Source: an optimization exercise on an open RTL-to-GDS flow (aim: small area). Production flows keep margins and buffers that such runs may drop.
The RTL was checked by simulation tests, not by an equivalence proof against the original design.
Power is estimated from default activity; no workload was simulated.

== run a ==
## Digitales2_TopMod
module Digitales2_TopMod(
		input clk, rst,EN,
		input ps2d, ps2c,
		output correct,
		output [1:0] Alarma_Vent,
		output [7:0] Catodos,
		output [3:0] Anodos
    );
Size: ~20 I/O pins, about 2800 um2 of cells after synthesis.
==> flow/config.mk <==
export PLATFORM = sky130hd
export DESIGN_NAME = Digitales2_TopMod
export DESIGN_NICKNAME = Digitales2_TopMod
export VERILOG_FILES = /design/flow/design.v
export SDC_FILE = /design/flow/constraint.sdc
export NUM_CORES = 4
export LEC_CHECK = 0
export ABC_AREA = 1
export CAP_MARGIN = 20
export CORE_MARGIN = 2
export CORE_UTILIZATION = 65
export PLACE_DENSITY = 0.85
export SLEW_MARGIN = 20
==> flow/constraint.sdc <==
create_clock -name core_clock -period 10.0 [get_ports {clk}]
set_input_delay 2.0000 -clock core_clock [delete_from_list [all_inputs] [get_ports {clk}]]
set_output_delay 2.0000 -clock core_clock [all_outputs]
set_load 0.01 [all_outputs]
standard.sh (not shown) runs the stock make flow with config.mk's settings and CLKGATE_MAP_FILE= SYNTH_SCRIPT=/design/flow/synth_recipe.tcl, a recipe that flattens the netlist after the stock synthesis.
==> flow/flow/run.sh <==
#!/bin/bash
# Own layout flow: the standard layout (standard.sh), with
#  1. synthesis without half/full-adder cell extraction (ADDER_MAP_FILE empty);
#  2. the combinational logic of the synthesized netlist re-mapped by ABC for
#     area; every register cell, its name and its nets are kept, and
#     the new netlist is used only if a SAT proof shows it equal to the old one
#     with the registers cut (check_*.ys); ABC runs with four seeds and the
#     smallest proven netlist is used; without one the standard netlist is kept;
#  3. port buffers of sky130_fd_sc_hd__buf_1 (every port still gets one);
#  4. a clock tree of clkbuf_4 without dummy loads.
# Each tool writes its full output to its own log in this folder (flow_*.log),
# besides ORFS's own logs under orfs/logs.
set -euo pipefail
HERE=$(pwd)
F=$HERE/flow
R=$HERE/orfs/results/$FLOW_PLATFORM/Digitales2_TopMod/base
LIB=$FLOW_HOME/platforms/$FLOW_PLATFORM/lib/sky130_fd_sc_hd__tt_025C_1v80.lib
YOSYS=$FLOW_HOME/../tools/install/yosys/bin/yosys
[[ -x $YOSYS ]] || YOSYS=$(command -v yosys)

bash standard.sh "ADDER_MAP_FILE=" synth > flow_synth.log 2>&1

cp $R/1_2_yosys.v $HERE/netlist_std.v
SEQ=$(grep -o "sky130_fd_sc_hd__[a-z0-9_]*" $HERE/netlist_std.v | sort -u | grep -E "__(df|edf|sdf|dl|conb)" | tr '\n' ' ')
DU=$(cat $F/dont_use.txt)
# ABC runs with four random seeds in parallel; the smallest netlist that passes
# the equivalence proof is used.
remap() {  # remap SEED
  local S=$1
  printf 'strash\n&get -n\n&deepsyn -T 20 -S %s\n&put\ndch -f\namap\n' $S > $HERE/remap_$S.abc
  cat > $HERE/remap_$S.ys <<EOF
read_liberty -ignore_miss_func $LIB
blackbox $SEQ
read_verilog $HERE/netlist_std.v
hierarchy -top $FLOW_TOP
flatten
rename -hide w:*.*
opt -purge
abc -script $HERE/remap_$S.abc -liberty $LIB $DU
opt_clean -purge
hilomap -singleton -hicell sky130_fd_sc_hd__conb_1 HI -locell sky130_fd_sc_hd__conb_1 LO
insbuf -buf sky130_fd_sc_hd__buf_4 A X
opt_clean -purge
check -mapped
tee -o $HERE/remap_$S.area stat -liberty $LIB
write_verilog -noattr -nohex -nodec $HERE/netlist_remap_$S.v
EOF
  $YOSYS -s $HERE/remap_$S.ys > flow_remap_$S.log 2>&1 || return 1
  python3 $F/cutff.py $HERE/netlist_remap_$S.v $HERE/cut_remap_$S.v || return 1
  cat > $HERE/check_$S.ys <<EOF
read_liberty -ignore_miss_func $LIB
read_verilog $HERE/cut_std.v
rename $FLOW_TOP gold
read_verilog $HERE/cut_remap_$S.v
rename $FLOW_TOP gate
flatten gold gate
miter -equiv -flatten -make_outputs gold gate miter
hierarchy -top miter
sat -verify -prove trigger 0 miter
EOF
  $YOSYS -s $HERE/check_$S.ys > flow_check_$S.log 2>&1 || return 1
  grep "Chip area" $HERE/remap_$S.area | tail -1 | awk '{print $NF}' > $HERE/remap_$S.ok
}
use_remap=0
best=""
if python3 $F/cutff.py $HERE/netlist_std.v $HERE/cut_std.v; then
  for S in 0 1 2 3; do remap $S & done
  wait || true
  for S in 0 1 2 3; do
    if [[ -s $HERE/remap_$S.ok ]]; then echo "$(cat $HERE/remap_$S.ok) $S"; fi
  done > $HERE/remap_areas.txt
  best=$(sort -g $HERE/remap_areas.txt | head -1 | awk '{print $2}') || best=""
  [[ -n $best ]] && use_remap=1
fi
echo "use_remap=$use_remap seed=$best" > flow_choice.log
if [[ $use_remap == 1 ]]; then
  cp $HERE/netlist_remap_$best.v $R/1_2_yosys.v
  rm -f $R/1_synth.odb
fi

bash standard.sh "ADDER_MAP_FILE=" \
  "BUFFER_PORTS_ARGS=-buffer_cell sky130_fd_sc_hd__buf_1" \
  "CTS_ARGS=-sink_clustering_enable -repair_clock_nets -dont_use_dummy_load -buf_list sky130_fd_sc_hd__clkbuf_4 -sink_clustering_size 16 -sink_clustering_max_diameter 100" \
  finish > flow_finish.log 2>&1
Other scripts of this flow, unchanged in this note and not shown: flow/flow/cutff.py, flow/flow/dont_use.txt
Run a: no failed stages, no open violations at the end
Relative to run a, the following input files were edited for run b:
- a change of PLACE_DENSITY from 0.85 to 0.6
- a change of CORE_UTILIZATION from 65 to 40
--- outcome ---
- Worst hold slack was lower in the run labelled run a.
- Compared with run a, run b shows number of non-clock inverters that has gone down by a few percent.
- The maximum frequency in run b sits 4.8 MHz above the value recorded for run a.
- Looking at the reports, run b completed the entire flow and the layout it produced met the timing, design-rule and antenna checks.
- From run a to run b the numbers moved as follows: clock-pin slew on the worst setup and hold paths went down by 0.03 ns, share of the clock period used by the worst path went down by 0.96 points, number of ordinary and repair buffers in the finished layout was more or less identical, power went down by about 0.37%, fraction of power consumed by combinational cells went up by 1.5 points.
- When run b is measured against run a, its sequential share of layout area turns out 0.59 points lower.

-- re-timing with driven ports --
Ports are ideal in the flow. The routed layouts listed here were re-timed in OpenROAD. Step 1 assumes that a clkbuf_16 drives the clock port and a buf_2 every other input. Step 2, shift: input delay + t, output delay - t, t = (earliest + latest rising clock arrival at the registers) / 2. This alone moves slack from input paths to output paths. a / b / c = no drivers / after step 1 / after step 2; a / b = the first two.
run | t (ns) | setup WS [ns] | worst slew at a driven data input, ns | pins driven straight from the clock port
run a | 0.427 | 5.477 / 5.453 / 5.880 | 0.03 | 1
run b | 0.393 | 5.573 / 5.546 / 5.939 | 0.03 | 1
After both steps setup and hold are still met in every run listed.
